What follows belongs to an exercise in optimizing a design on an open flow for small area and a short achievable clock period; a production flow would make more cautious choices. Only simulation tests tie the RTL to the original design; equivalence was not proved. Power is estimated from default activity; no workload was simulated.

==> 05-05: inputs <==
==> flow/design.v <==
`timescale 1ns / 1ps
module clz #(
   parameter LOG_W = 8
) (
   input  [(1<<LOG_W)-1:0] data_i,
   output                  valid_o,
   output [   LOG_W-1:0]   pos_o
);
   localparam W = 1 << LOG_W;
   wire [W-1:0] v[0:LOG_W];
   wire [W*LOG_W-1:0] p[0:LOG_W];
   assign v[0] = data_i;
   assign p[0] = 0;
   genvar l, g;
   generate
      for (l = 1; l <= LOG_W; l = l + 1) begin : lvl
         for (g = 0; g < (W >> l); g = g + 1) begin : grp
            wire vh = v[l-1][2*g+1];
            wire vl = v[l-1][2*g];
            wire [LOG_W-1:0] ph = p[l-1][(2*g+1)*LOG_W+:LOG_W];
            wire [LOG_W-1:0] pl = p[l-1][(2*g)*LOG_W+:LOG_W];
            assign v[l][g] = vh | vl;
            assign p[l][g*LOG_W+:LOG_W] = vh ? (ph | (1 << (l - 1))) : pl;
         end
         assign v[l][W-1:(W>>l)] = 0;
         assign p[l][W*LOG_W-1:(W>>l)*LOG_W] = 0;
      end
   endgenerate
   assign valid_o = v[LOG_W][0];
   assign pos_o   = p[LOG_W][LOG_W-1:0];
endmodule
module ctz #(
   parameter LOG_W = 9
) (
   input  [(1<<LOG_W)-1:0] data_i,
   output                  valid_o,
   output [   LOG_W-1:0]   pos_o
);
   localparam W = 1 << LOG_W;
   wire [W-1:0] v[0:LOG_W];
   wire [W*LOG_W-1:0] p[0:LOG_W];
   assign v[0] = data_i;
   assign p[0] = 0;
   genvar l, g;
   generate
      for (l = 1; l <= LOG_W; l = l + 1) begin : lvl
         for (g = 0; g < (W >> l); g = g + 1) begin : grp
            wire vh = v[l-1][2*g+1];
            wire vl = v[l-1][2*g];
            wire [LOG_W-1:0] ph = p[l-1][(2*g+1)*LOG_W+:LOG_W];
            wire [LOG_W-1:0] pl = p[l-1][(2*g)*LOG_W+:LOG_W];
            assign v[l][g] = vh | vl;
            assign p[l][g*LOG_W+:LOG_W] = vl ? pl : (ph | (1 << (l - 1)));
         end
         assign v[l][W-1:(W>>l)] = 0;
         assign p[l][W*LOG_W-1:(W>>l)*LOG_W] = 0;
      end
   endgenerate
   assign valid_o = v[LOG_W][0];
   assign pos_o   = p[LOG_W][LOG_W-1:0];
endmodule
`timescale 1ns / 1ps
module FloatToLargeInteger (
   input  [31:0] in_i,
   output [55:0] win_o,
   output [ 7:0] selLo_o,
   output [ 8:1] selHi_o,
   output [ 8:0] selConst_o,
   output        cin_o
);
   wire [ 7:0] exponent = in_i[30:23];
   wire [23:0] mantissa = {(|exponent), in_i[22:0]};
   wire        sign     = in_i[31];
   wire [ 2:0] seg      = exponent[7:5];
   wire [24:0] xmant    = {1'b0, mantissa} ^ {25{sign}};
   assign win_o = ({{31{sign}}, xmant} << exponent[4:0]) |
                  ({56{sign}} & ~({56{1'b1}} << exponent[4:0]));
   assign cin_o = sign;
   genvar m;
   generate
      for (m = 0; m <= 8; m = m + 1) begin : gen_sel
         if (m <= 7) begin : gen_lo
            assign selLo_o[m] = (seg == m);
         end
         if (m >= 1) begin : gen_hi
            assign selHi_o[m] = (seg == m - 1);
         end
         assign selConst_o[m] = sign & ((m > seg + 1) | (m < seg));
      end
   endgenerate
endmodule   
module FloatToLargeIntegerPlace (
   input      [ 55:0] win_i,
   input      [  7:0] selLo_i,
   input      [  8:1] selHi_i,
   input      [  8:0] selConst_i,
   output reg [278:0] out_o
);
   wire [63:0] winx = {{8{win_i[55]}}, win_i};
   integer j, m, t;
   always @* begin
      for (j = 0; j < 279; j = j + 1) begin
         m = j / 32;
         t = j % 32;
         out_o[j] = selConst_i[m];
         if (m <= 7) out_o[j] = out_o[j] | (selLo_i[m] & winx[t]);
         if (m >= 1) out_o[j] = out_o[j] | (selHi_i[m] & winx[32+t]);
      end
   end
endmodule   
`timescale 1ns / 1ps
/*verilator lint_off WIDTH*/
module MyFloatAccum #(
   parameter DATA_W   = 32,
   parameter STRIDE_W = 16,
   parameter DELAY_W  = 7
) (
   input clk,
   input rst,
   input run,
   input running,
   input [STRIDE_W-1:0] strideMinusOne,
   input [DATA_W-1:0] in0,
   (* versat_latency = 4 *) output reg [31:0] out0,
   input [DELAY_W-1:0] delay0
);
   localparam CNT_W = (STRIDE_W > DELAY_W) ? STRIDE_W : DELAY_W;
   reg [CNT_W-1:0] delay;
   always @(posedge clk, posedge rst) begin
      if (rst) begin
         delay <= 0;
      end else if (run) begin
         delay <= delay0;
      end else if (|delay) begin
         delay <= delay - 1;
      end else begin
         delay <= strideMinusOne;
      end
   end
   wire [55:0] win0;
   wire [ 7:0] selLo;
   wire [ 8:1] selHi;
   wire [ 8:0] selConst;
   wire        cin;
   FloatToLargeInteger conv (
      .in_i      (in0),
      .win_o     (win0),
      .selLo_o   (selLo),
      .selHi_o   (selHi),
      .selConst_o(selConst),
      .cin_o     (cin)
   );
   reg  [55:0] win0_reg;
   reg  [ 7:0] selLo_reg;
   reg  [ 8:1] selHi_reg;
   reg  [ 8:0] selConst_reg;
   reg         cin_reg;
   reg         doAccum_2;
   always @(posedge clk, posedge rst) begin
      if (rst) begin
         doAccum_2   <= 0;
         win0_reg    <= 0;
         selLo_reg   <= 0;
         selHi_reg   <= 0;
         selConst_reg <= 0;
         cin_reg     <= 0;
      end else if (running) begin
         doAccum_2   <= (delay == 0);
         win0_reg    <= win0;
         selLo_reg   <= selLo;
         selHi_reg   <= selHi;
         selConst_reg <= selConst;
         cin_reg     <= cin;
      end
   end
   wire [278:0] addend;
   FloatToLargeIntegerPlace place (
      .win_i    (win0_reg),
      .selLo_i  (selLo_reg),
      .selHi_i  (selHi_reg),
      .selConst_i(selConst_reg),
      .out_o    (addend)
   );
   reg          accumZero;
   always @(posedge clk, posedge rst) begin
      if (rst) begin
         accumZero <= 1'b1;
      end else begin
         accumZero <= 1'b0;
      end
   end
   localparam ZERO_COPIES = 4;
   localparam ZERO_PART = (279 + ZERO_COPIES - 1) / ZERO_COPIES;
   reg  [ZERO_COPIES-1:0] zeroAccum;
   genvar zc;
   generate
      for (zc = 0; zc < ZERO_COPIES; zc = zc + 1) begin : gen_zero
         always @(posedge clk, posedge rst) begin
            if (rst) begin
               zeroAccum[zc] <= 1'b1;
            end else if (running) begin
               zeroAccum[zc] <= (delay == 0);
            end else begin
               zeroAccum[zc] <= zeroAccum[zc] & ~accumZero;
            end
         end
      end
   endgenerate
   reg  [278:0] accum;
   reg  [278:0] accumIn;
   integer b;
   always @* begin
      for (b = 0; b < 279; b = b + 1) accumIn[b] = accum[b] & ~zeroAccum[b/ZERO_PART];
   end
   wire [278:0] sum;
   add279 adder (
      .a_i (accumIn),
      .b_i (addend),
      .c_i (cin_reg),
      .en_i(doAccum_2 | running),
      .y_o (sum)
   );
   always @(posedge clk) begin
      accum <= sum;
   end
   wire         sign = accum[278];
   wire         hiValidP, hiValidN;
   wire [  7:0] hiPosP, hiPosN;
   clz #(
      .LOG_W(8)
   ) countHiP (
      .data_i (accum[278:23]),
      .valid_o(hiValidP),
      .pos_o  (hiPosP)
   );
   clz #(
      .LOG_W(8)
   ) countHiN (
      .data_i (~accum[278:23]),
      .valid_o(hiValidN),
      .pos_o  (hiPosN)
   );
   wire         hiValid = sign ? hiValidN : hiValidP;
   wire [  7:0] hiPos = sign ? hiPosN : hiPosP;
   wire [ 22:0] yLo = accum[22:0] ^ {23{sign}};
   reg  [  4:0] loPos;
   reg          loValid;
   integer i;
   always @* begin
      loPos   = 0;
      loValid = 0;
      for (i = 0; i < 23; i = i + 1) begin
         if (yLo[i]) begin
            loPos   = i;
            loValid = 1;
         end
      end
   end
   wire [277:0] sh0 = accum[277:0];
   wire [149:0] sh7 = hiPos[7] ? sh0[128+:150] : sh0[0+:150];
   wire [ 85:0] sh6 = hiPos[6] ? sh7[64+:86] : sh7[0+:86];
   wire [ 53:0] sh5 = hiPos[5] ? sh6[32+:54] : sh6[0+:54];
   wire [ 37:0] sh4 = hiPos[4] ? sh5[16+:38] : sh5[0+:38];
   wire [ 29:0] sh3 = hiPos[3] ? sh4[8+:30] : sh4[0+:30];
   wire [  4:0] zerosHi = {~|sh0[127:0], ~|sh7[63:0], ~|sh6[31:0], ~|sh5[15:0], ~|sh4[7:0]};
   wire         carryHi = sign & (&(zerosHi | ~hiPos[7:3]));
   wire         carryLo = sign & ~|(yLo & (yLo + 23'd1));
   wire [  7:0] expo = hiValid ? hiPos : loValid ? (8'd233 + loPos) : sign ? 8'd232 : 8'd0;
   reg          sign_reg;
   reg          small_reg;
   reg          carry_reg;
   reg  [  7:0] expo_reg;
   reg  [ 29:0] sh3_reg;
   always @(posedge clk, posedge rst) begin
      if (rst) begin
         sign_reg  <= 0;
         small_reg <= 0;
         carry_reg <= 0;
         expo_reg  <= 0;
         sh3_reg   <= 0;
      end else if (running) begin
         sign_reg  <= sign & ~accumZero;
         small_reg <= ~hiValid | accumZero;
         carry_reg <= (hiValid ? carryHi : carryLo) & ~accumZero;
         expo_reg  <= accumZero ? 8'd0 : expo;
         sh3_reg   <= sh3;
      end
   end
   wire [ 25:0] sh2 = expo_reg[2] ? sh3_reg[4+:26] : sh3_reg[0+:26];
   wire [ 23:0] sh1 = expo_reg[1] ? sh2[2+:24] : sh2[0+:24];
   wire [ 22:0] win = (expo_reg[0] ? sh1[1+:23] : sh1[0+:23]) ^ {23{sign_reg}};
   wire [  2:0] zerosLo = {~|sh3_reg[3:0], ~|sh2[1:0], ~sh1[0]};
   wire         carry = carry_reg & (small_reg | (&(zerosLo | ~expo_reg[2:0])));
   wire [ 23:0] mantSum = {1'b0, win} + carry;
   wire         expInc = small_reg ? carry : mantSum[23];
   always @(posedge clk, posedge rst) begin
      if (rst) begin
         out0 <= 0;
      end else if (running) begin
         out0 <= {sign_reg, expo_reg + expInc, small_reg ? 23'd0 : mantSum[22:0]};
      end
   end
endmodule
module add279 (
   input  [278:0] a_i,
   input  [278:0] b_i,
   input          c_i,
   input          en_i,
   output [278:0] y_o
);
   localparam N = 279;
   reg [N-1:0] g, p, G, P;
   integer i, l;
   always @* begin
      g = a_i & b_i;
      p = a_i ^ b_i;
      g[0] = g[0] | (p[0] & c_i);
      G = g;
      P = p;
      for (l = 0; l < 9; l = l + 1) begin
         for (i = 0; i < N; i = i + 1) begin
            if (i & (1 << l)) begin
               G[i] = G[i] | (P[i] & G[((i>>l)<<l)-1]);
               P[i] = P[i] & P[((i>>l)<<l)-1];
            end
         end
      end
   end
   assign y_o = a_i ^ ({N{en_i}} & (b_i ^ {G[N-2:0], c_i}));
endmodule
==> flow/flow/run.sh <==
#!/bin/bash
set -o pipefail
cp standard.sh standard_sh_copy.log
export SETUP_SLACK_MARGIN=7.25
export CTS_ARGS="-sink_clustering_enable -repair_clock_nets -dont_use_dummy_load -buf_list sky130_fd_sc_hd__clkbuf_8"
export BUFFER_PORTS_ARGS="-inputs -outputs -buffer_cell sky130_fd_sc_hd__buf_1"
bash standard.sh > standard.log 2>&1
==> flow/standard.sh <==
#!/bin/bash
# synth_recipe.tcl (not shown) runs the flow's synth.tcl, then flattens the netlist and writes it again
# the make line also repeats each setting of config.mk as NAME=value (left out here)
make -C /OpenROAD-flow-scripts/flow DESIGN_CONFIG=/design/flow/config.mk WORK_HOME=/design/flow/orfs CLKGATE_MAP_FILE= SYNTH_SCRIPT=/design/flow/synth_recipe.tcl "${@:-finish}"
==> flow/config.mk <==
export PLATFORM = sky130hd
export DESIGN_NAME = MyFloatAccum
export DESIGN_NICKNAME = MyFloatAccum
export VERILOG_FILES = /design/flow/design.v
export SDC_FILE = /design/flow/constraint.sdc
export NUM_CORES = 4
export LEC_CHECK = 0
export CAP_MARGIN = 20
export CORE_MARGIN = 2
export CORE_UTILIZATION = 55
export SLEW_MARGIN = 20
==> flow/constraint.sdc <==
create_clock -name core_clock -period 12.0 [get_ports {clk}]
set_input_delay 2.4000 -clock core_clock [delete_from_list [all_inputs] [get_ports {clk}]]
set_output_delay 2.4000 -clock core_clock [all_outputs]
set_load 0.01 [all_outputs]
==> 03-17 (differences from 05-05) <==
--- a/flow/design.v
+++ b/flow/design.v
@@ -262,6 +262,4 @@
    wire [ 53:0] sh5 = hiPos[5] ? sh6[32+:54] : sh6[0+:54];
-   wire [ 37:0] sh4 = hiPos[4] ? sh5[16+:38] : sh5[0+:38];
-   wire [ 29:0] sh3 = hiPos[3] ? sh4[8+:30] : sh4[0+:30];
-   wire [  4:0] zerosHi = {~|sh0[127:0], ~|sh7[63:0], ~|sh6[31:0], ~|sh5[15:0], ~|sh4[7:0]};
-   wire         carryHi = sign & (&(zerosHi | ~hiPos[7:3]));
+   wire [  2:0] zerosHi = {~|sh0[127:0], ~|sh7[63:0], ~|sh6[31:0]};
+   wire         carryHi = sign & (&(zerosHi | ~hiPos[7:5]));
    wire         carryLo = sign & ~|(yLo & (yLo + 23'd1));
@@ -272,3 +270,3 @@
    reg  [  7:0] expo_reg;
-   reg  [ 29:0] sh3_reg;
+   reg  [ 53:0] sh5_reg;
    always @(posedge clk, posedge rst) begin
@@ -279,3 +277,3 @@
          expo_reg  <= 0;
-         sh3_reg   <= 0;
+         sh5_reg   <= 0;
       end else if (running) begin
@@ -285,10 +283,12 @@
          expo_reg  <= accumZero ? 8'd0 : expo;
-         sh3_reg   <= sh3;
+         sh5_reg   <= sh5;
       end
    end
-   wire [ 25:0] sh2 = expo_reg[2] ? sh3_reg[4+:26] : sh3_reg[0+:26];
+   wire [ 37:0] sh4 = expo_reg[4] ? sh5_reg[16+:38] : sh5_reg[0+:38];
+   wire [ 29:0] sh3 = expo_reg[3] ? sh4[8+:30] : sh4[0+:30];
+   wire [ 25:0] sh2 = expo_reg[2] ? sh3[4+:26] : sh3[0+:26];
    wire [ 23:0] sh1 = expo_reg[1] ? sh2[2+:24] : sh2[0+:24];
    wire [ 22:0] win = (expo_reg[0] ? sh1[1+:23] : sh1[0+:23]) ^ {23{sign_reg}};
-   wire [  2:0] zerosLo = {~|sh3_reg[3:0], ~|sh2[1:0], ~sh1[0]};
-   wire         carry = carry_reg & (small_reg | (&(zerosLo | ~expo_reg[2:0])));
+   wire [  4:0] zerosLo = {~|sh5_reg[15:0], ~|sh4[7:0], ~|sh3[3:0], ~|sh2[1:0], ~sh1[0]};
+   wire         carry = carry_reg & (small_reg | (&(zerosLo | ~expo_reg[4:0])));
    wire [ 23:0] mantSum = {1'b0, win} + carry;
==> flow/flow/run.sh (replaced) <==
#!/bin/bash
set -o pipefail
cp standard.sh standard_sh_copy.log
export SETUP_SLACK_MARGIN=6.5
bash standard.sh > standard.log 2>&1
==> 12-15 (differences from 05-05) <==
--- a/flow/design.v
+++ b/flow/design.v
@@ -67,4 +67,3 @@
    output [ 8:1] selHi_o,
-   output [ 8:0] selConst_o,
-   output        cin_o
+   output [ 8:2] selFill_o
 );
@@ -73,7 +72,6 @@
    wire        sign     = in_i[31];
+   wire [24:0] smant    = sign ? -{1'b0, mantissa} : {1'b0, mantissa};
+   wire        fill     = smant[24];
    wire [ 2:0] seg      = exponent[7:5];
-   wire [24:0] xmant    = {1'b0, mantissa} ^ {25{sign}};
-   assign win_o = ({{31{sign}}, xmant} << exponent[4:0]) |
-                  ({56{sign}} & ~({56{1'b1}} << exponent[4:0]));
-   assign cin_o = sign;
+   assign win_o = {{31{fill}}, smant} << exponent[4:0];
    genvar m;
@@ -87,3 +85,5 @@
          end
-         assign selConst_o[m] = sign & ((m > seg + 1) | (m < seg));
+         if (m >= 2) begin : gen_fill
+            assign selFill_o[m] = fill & (seg < m - 1);
+         end
       end
@@ -95,3 +95,3 @@
    input      [  8:1] selHi_i,
-   input      [  8:0] selConst_i,
+   input      [  8:2] selFill_i,
    output reg [278:0] out_o
@@ -104,5 +104,6 @@
          t = j % 32;
-         out_o[j] = selConst_i[m];
+         out_o[j] = 1'b0;
          if (m <= 7) out_o[j] = out_o[j] | (selLo_i[m] & winx[t]);
          if (m >= 1) out_o[j] = out_o[j] | (selHi_i[m] & winx[32+t]);
+         if (m >= 2) out_o[j] = out_o[j] | selFill_i[m];
       end
@@ -142,11 +143,9 @@
    wire [ 8:1] selHi;
-   wire [ 8:0] selConst;
-   wire        cin;
+   wire [ 8:2] selFill;
    FloatToLargeInteger conv (
-      .in_i      (in0),
-      .win_o     (win0),
-      .selLo_o   (selLo),
-      .selHi_o   (selHi),
-      .selConst_o(selConst),
-      .cin_o     (cin)
+      .in_i     (in0),
+      .win_o    (win0),
+      .selLo_o  (selLo),
+      .selHi_o  (selHi),
+      .selFill_o(selFill)
    );
@@ -155,4 +154,3 @@
    reg  [ 8:1] selHi_reg;
-   reg  [ 8:0] selConst_reg;
-   reg         cin_reg;
+   reg  [ 8:2] selFill_reg;
    reg         doAccum_2;
@@ -164,4 +162,3 @@
          selHi_reg   <= 0;
-         selConst_reg <= 0;
-         cin_reg     <= 0;
+         selFill_reg <= 0;
       end else if (running) begin
@@ -171,4 +168,3 @@
          selHi_reg   <= selHi;
-         selConst_reg <= selConst;
-         cin_reg     <= cin;
+         selFill_reg <= selFill;
       end
@@ -180,3 +176,3 @@
       .selHi_i  (selHi_reg),
-      .selConst_i(selConst_reg),
+      .selFill_i(selFill_reg),
       .out_o    (addend)
@@ -191,30 +187,7 @@
    end
-   localparam ZERO_COPIES = 4;
-   localparam ZERO_PART = (279 + ZERO_COPIES - 1) / ZERO_COPIES;
-   reg  [ZERO_COPIES-1:0] zeroAccum;
-   genvar zc;
-   generate
-      for (zc = 0; zc < ZERO_COPIES; zc = zc + 1) begin : gen_zero
-         always @(posedge clk, posedge rst) begin
-            if (rst) begin
-               zeroAccum[zc] <= 1'b1;
-            end else if (running) begin
-               zeroAccum[zc] <= (delay == 0);
-            end else begin
-               zeroAccum[zc] <= zeroAccum[zc] & ~accumZero;
-            end
-         end
-      end
-   endgenerate
    reg  [278:0] accum;
-   reg  [278:0] accumIn;
-   integer b;
-   always @* begin
-      for (b = 0; b < 279; b = b + 1) accumIn[b] = accum[b] & ~zeroAccum[b/ZERO_PART];
-   end
    wire [278:0] sum;
    add279 adder (
-      .a_i (accumIn),
+      .a_i (((doAccum_2 | accumZero) ? 279'd0 : accum)),
       .b_i (addend),
-      .c_i (cin_reg),
       .en_i(doAccum_2 | running),
@@ -226,21 +199,12 @@
    wire         sign = accum[278];
-   wire         hiValidP, hiValidN;
-   wire [  7:0] hiPosP, hiPosN;
-   clz #(
-      .LOG_W(8)
-   ) countHiP (
-      .data_i (accum[278:23]),
-      .valid_o(hiValidP),
-      .pos_o  (hiPosP)
-   );
+   wire [278:0] y = accum ^ {279{sign}};
+   wire         hiValid;
+   wire [  7:0] hiPos;
    clz #(
       .LOG_W(8)
-   ) countHiN (
-      .data_i (~accum[278:23]),
-      .valid_o(hiValidN),
-      .pos_o  (hiPosN)
+   ) countHi (
+      .data_i (y[278:23]),
+      .valid_o(hiValid),
+      .pos_o  (hiPos)
    );
-   wire         hiValid = sign ? hiValidN : hiValidP;
-   wire [  7:0] hiPos = sign ? hiPosN : hiPosP;
-   wire [ 22:0] yLo = accum[22:0] ^ {23{sign}};
    reg  [  4:0] loPos;
@@ -252,3 +216,3 @@
       for (i = 0; i < 23; i = i + 1) begin
-         if (yLo[i]) begin
+         if (y[i]) begin
             loPos   = i;
@@ -258,3 +222,3 @@
    end
-   wire [277:0] sh0 = accum[277:0];
+   wire [277:0] sh0 = y[277:0];
    wire [149:0] sh7 = hiPos[7] ? sh0[128+:150] : sh0[0+:150];
@@ -262,6 +226,5 @@
    wire [ 53:0] sh5 = hiPos[5] ? sh6[32+:54] : sh6[0+:54];
-   wire [ 37:0] sh4 = hiPos[4] ? sh5[16+:38] : sh5[0+:38];
-   wire [ 29:0] sh3 = hiPos[3] ? sh4[8+:30] : sh4[0+:30];
-   wire [  4:0] zerosHi = {~|sh0[127:0], ~|sh7[63:0], ~|sh6[31:0], ~|sh5[15:0], ~|sh4[7:0]};
-   wire         carryHi = sign & (&(zerosHi | ~hiPos[7:3]));
+   wire [  2:0] onesHi = {&sh0[127:0], &sh7[63:0], &sh6[31:0]};
+   wire         carryHi = sign & (&(onesHi | ~hiPos[7:5]));
+   wire [ 22:0] yLo = y[22:0];
    wire         carryLo = sign & ~|(yLo & (yLo + 23'd1));
@@ -272,3 +235,3 @@
    reg  [  7:0] expo_reg;
-   reg  [ 29:0] sh3_reg;
+   reg  [ 53:0] sh5_reg;
    always @(posedge clk, posedge rst) begin
@@ -279,3 +242,3 @@
          expo_reg  <= 0;
-         sh3_reg   <= 0;
+         sh5_reg   <= 0;
       end else if (running) begin
@@ -285,10 +248,12 @@
          expo_reg  <= accumZero ? 8'd0 : expo;
-         sh3_reg   <= sh3;
+         sh5_reg   <= sh5;
       end
    end
-   wire [ 25:0] sh2 = expo_reg[2] ? sh3_reg[4+:26] : sh3_reg[0+:26];
+   wire [ 37:0] sh4 = expo_reg[4] ? sh5_reg[16+:38] : sh5_reg[0+:38];
+   wire [ 29:0] sh3 = expo_reg[3] ? sh4[8+:30] : sh4[0+:30];
+   wire [ 25:0] sh2 = expo_reg[2] ? sh3[4+:26] : sh3[0+:26];
    wire [ 23:0] sh1 = expo_reg[1] ? sh2[2+:24] : sh2[0+:24];
-   wire [ 22:0] win = (expo_reg[0] ? sh1[1+:23] : sh1[0+:23]) ^ {23{sign_reg}};
-   wire [  2:0] zerosLo = {~|sh3_reg[3:0], ~|sh2[1:0], ~sh1[0]};
-   wire         carry = carry_reg & (small_reg | (&(zerosLo | ~expo_reg[2:0])));
+   wire [ 22:0] win = expo_reg[0] ? sh1[1+:23] : sh1[0+:23];
+   wire [  4:0] onesLo = {&sh5_reg[15:0], &sh4[7:0], &sh3[3:0], &sh2[1:0], sh1[0]};
+   wire         carry = carry_reg & (small_reg | (&(onesLo | ~expo_reg[4:0])));
    wire [ 23:0] mantSum = {1'b0, win} + carry;
@@ -306,3 +271,2 @@
    input  [278:0] b_i,
-   input          c_i,
    input          en_i,
@@ -316,3 +280,2 @@
       p = a_i ^ b_i;
-      g[0] = g[0] | (p[0] & c_i);
       G = g;
@@ -328,3 +291,3 @@
    end
-   assign y_o = a_i ^ ({N{en_i}} & (b_i ^ {G[N-2:0], c_i}));
+   assign y_o = a_i ^ ({N{en_i}} & (b_i ^ {G[N-2:0], 1'b0}));
 endmodule
==> flow/run.sh (new file) <==
#!/bin/bash
# synth_recipe.tcl (not shown) runs the flow's synth.tcl, then flattens the netlist and writes it again
# the make line also repeats each setting of config.mk as NAME=value (left out here)
make -C /OpenROAD-flow-scripts/flow DESIGN_CONFIG=/design/flow/config.mk WORK_HOME=/design/flow/orfs CLKGATE_MAP_FILE= SYNTH_SCRIPT=/design/flow/synth_recipe.tcl finish
--- a/flow/config.mk
+++ b/flow/config.mk
@@ -10,2 +10,3 @@
 export CORE_UTILIZATION = 55
+export SETUP_SLACK_MARGIN = 5
 export SLEW_MARGIN = 20
removed: flow/flow/run.sh
removed: flow/standard.sh
==> comparison table <==
quantity                                                                                   12-15                      05-05                       03-17
DP HPWL                                                                           173400 microns             157800 microns              167300 microns
Comb group                                                                               4.43 mW                    9.90 mW                     8.71 mW
Routed via count divided by cell count                                                     6.997                      6.957                       6.930
Run status                                                                        finished clean             finished clean              finished clean
CP max stage cell                                                       sky130_fd_sc_hd__dfxtp_4   sky130_fd_sc_hd__dfrtp_1    sky130_fd_sc_hd__dfrtp_1
Final clock-cell share                                                                    3.938%                     2.351%                      4.129%
Count of multi-input combinational gates                                                    5632                       5143                        5302
Number of non-clock buffers                                                                  208                        388                         189
Portion of total power attributed to the clock network                                     21.8%                       9.0%                       13.5%
Initial cell density of the core                                                          55.35%                     55.32%                      55.56%
WL final                                                                          229800 microns             224300 microns              220800 microns
Area taken by multi-input logic gates                                              0.03752 sq mm              0.03567 sq mm               0.03562 sq mm
CTS Buf Count                                                                                 58                         90                          60
Clock tree root buffer cell                                           sky130_fd_sc_hd__clkbuf_16  sky130_fd_sc_hd__clkbuf_8  sky130_fd_sc_hd__clkbuf_16
Power in sequential cells                                                                2.83 mW                    3.80 mW                     4.14 mW
Count of placed standard cells in the final layout, fillers left out                        7839                       7397                        7451
Antenna fix cells                                                                             13                         44                          13

[separate check: timing with driven ports]
How much do the figures lean on ideal ports? The routed layouts below were timed once more, with nothing changed but the port constraints.
Step 1 sets driving cells, clkbuf_16 on the clock port and buf_2 on the other inputs (assumed; they add their load-dependent delay and slew).
Step 2 moves the port delays by t, midway between the first and last clock arrival at a register: inputs arrive t later, outputs are due t later. That takes back most of the time a late clock gives input paths.
a / b / c = ideal ports / drivers / drivers and shift; a / b = the first two.
run | shift t [ns] | setup slack, ns | hold WS [ns] | slew at the worst register clock pin (ns)
05-05 | 0.812 | 7.012 / 7.012 / 6.612 | 0.483 / 0.483 / 0.483 | 0.07 / 0.07
03-17 | 0.776 | 6.529 / 6.529 / 6.488 | 0.486 / 0.486 / 0.486 | 0.07 / 0.07
12-15 | 0.760 | 5.118 / 5.118 / 5.118 | 0.476 / 0.476 / 0.476 | 0.08 / 0.08
After both steps every run listed still meets setup and hold. The setup slack of 05-05, which loses most, moves by 0.000 ns with the drivers and by -0.400 ns with both steps.
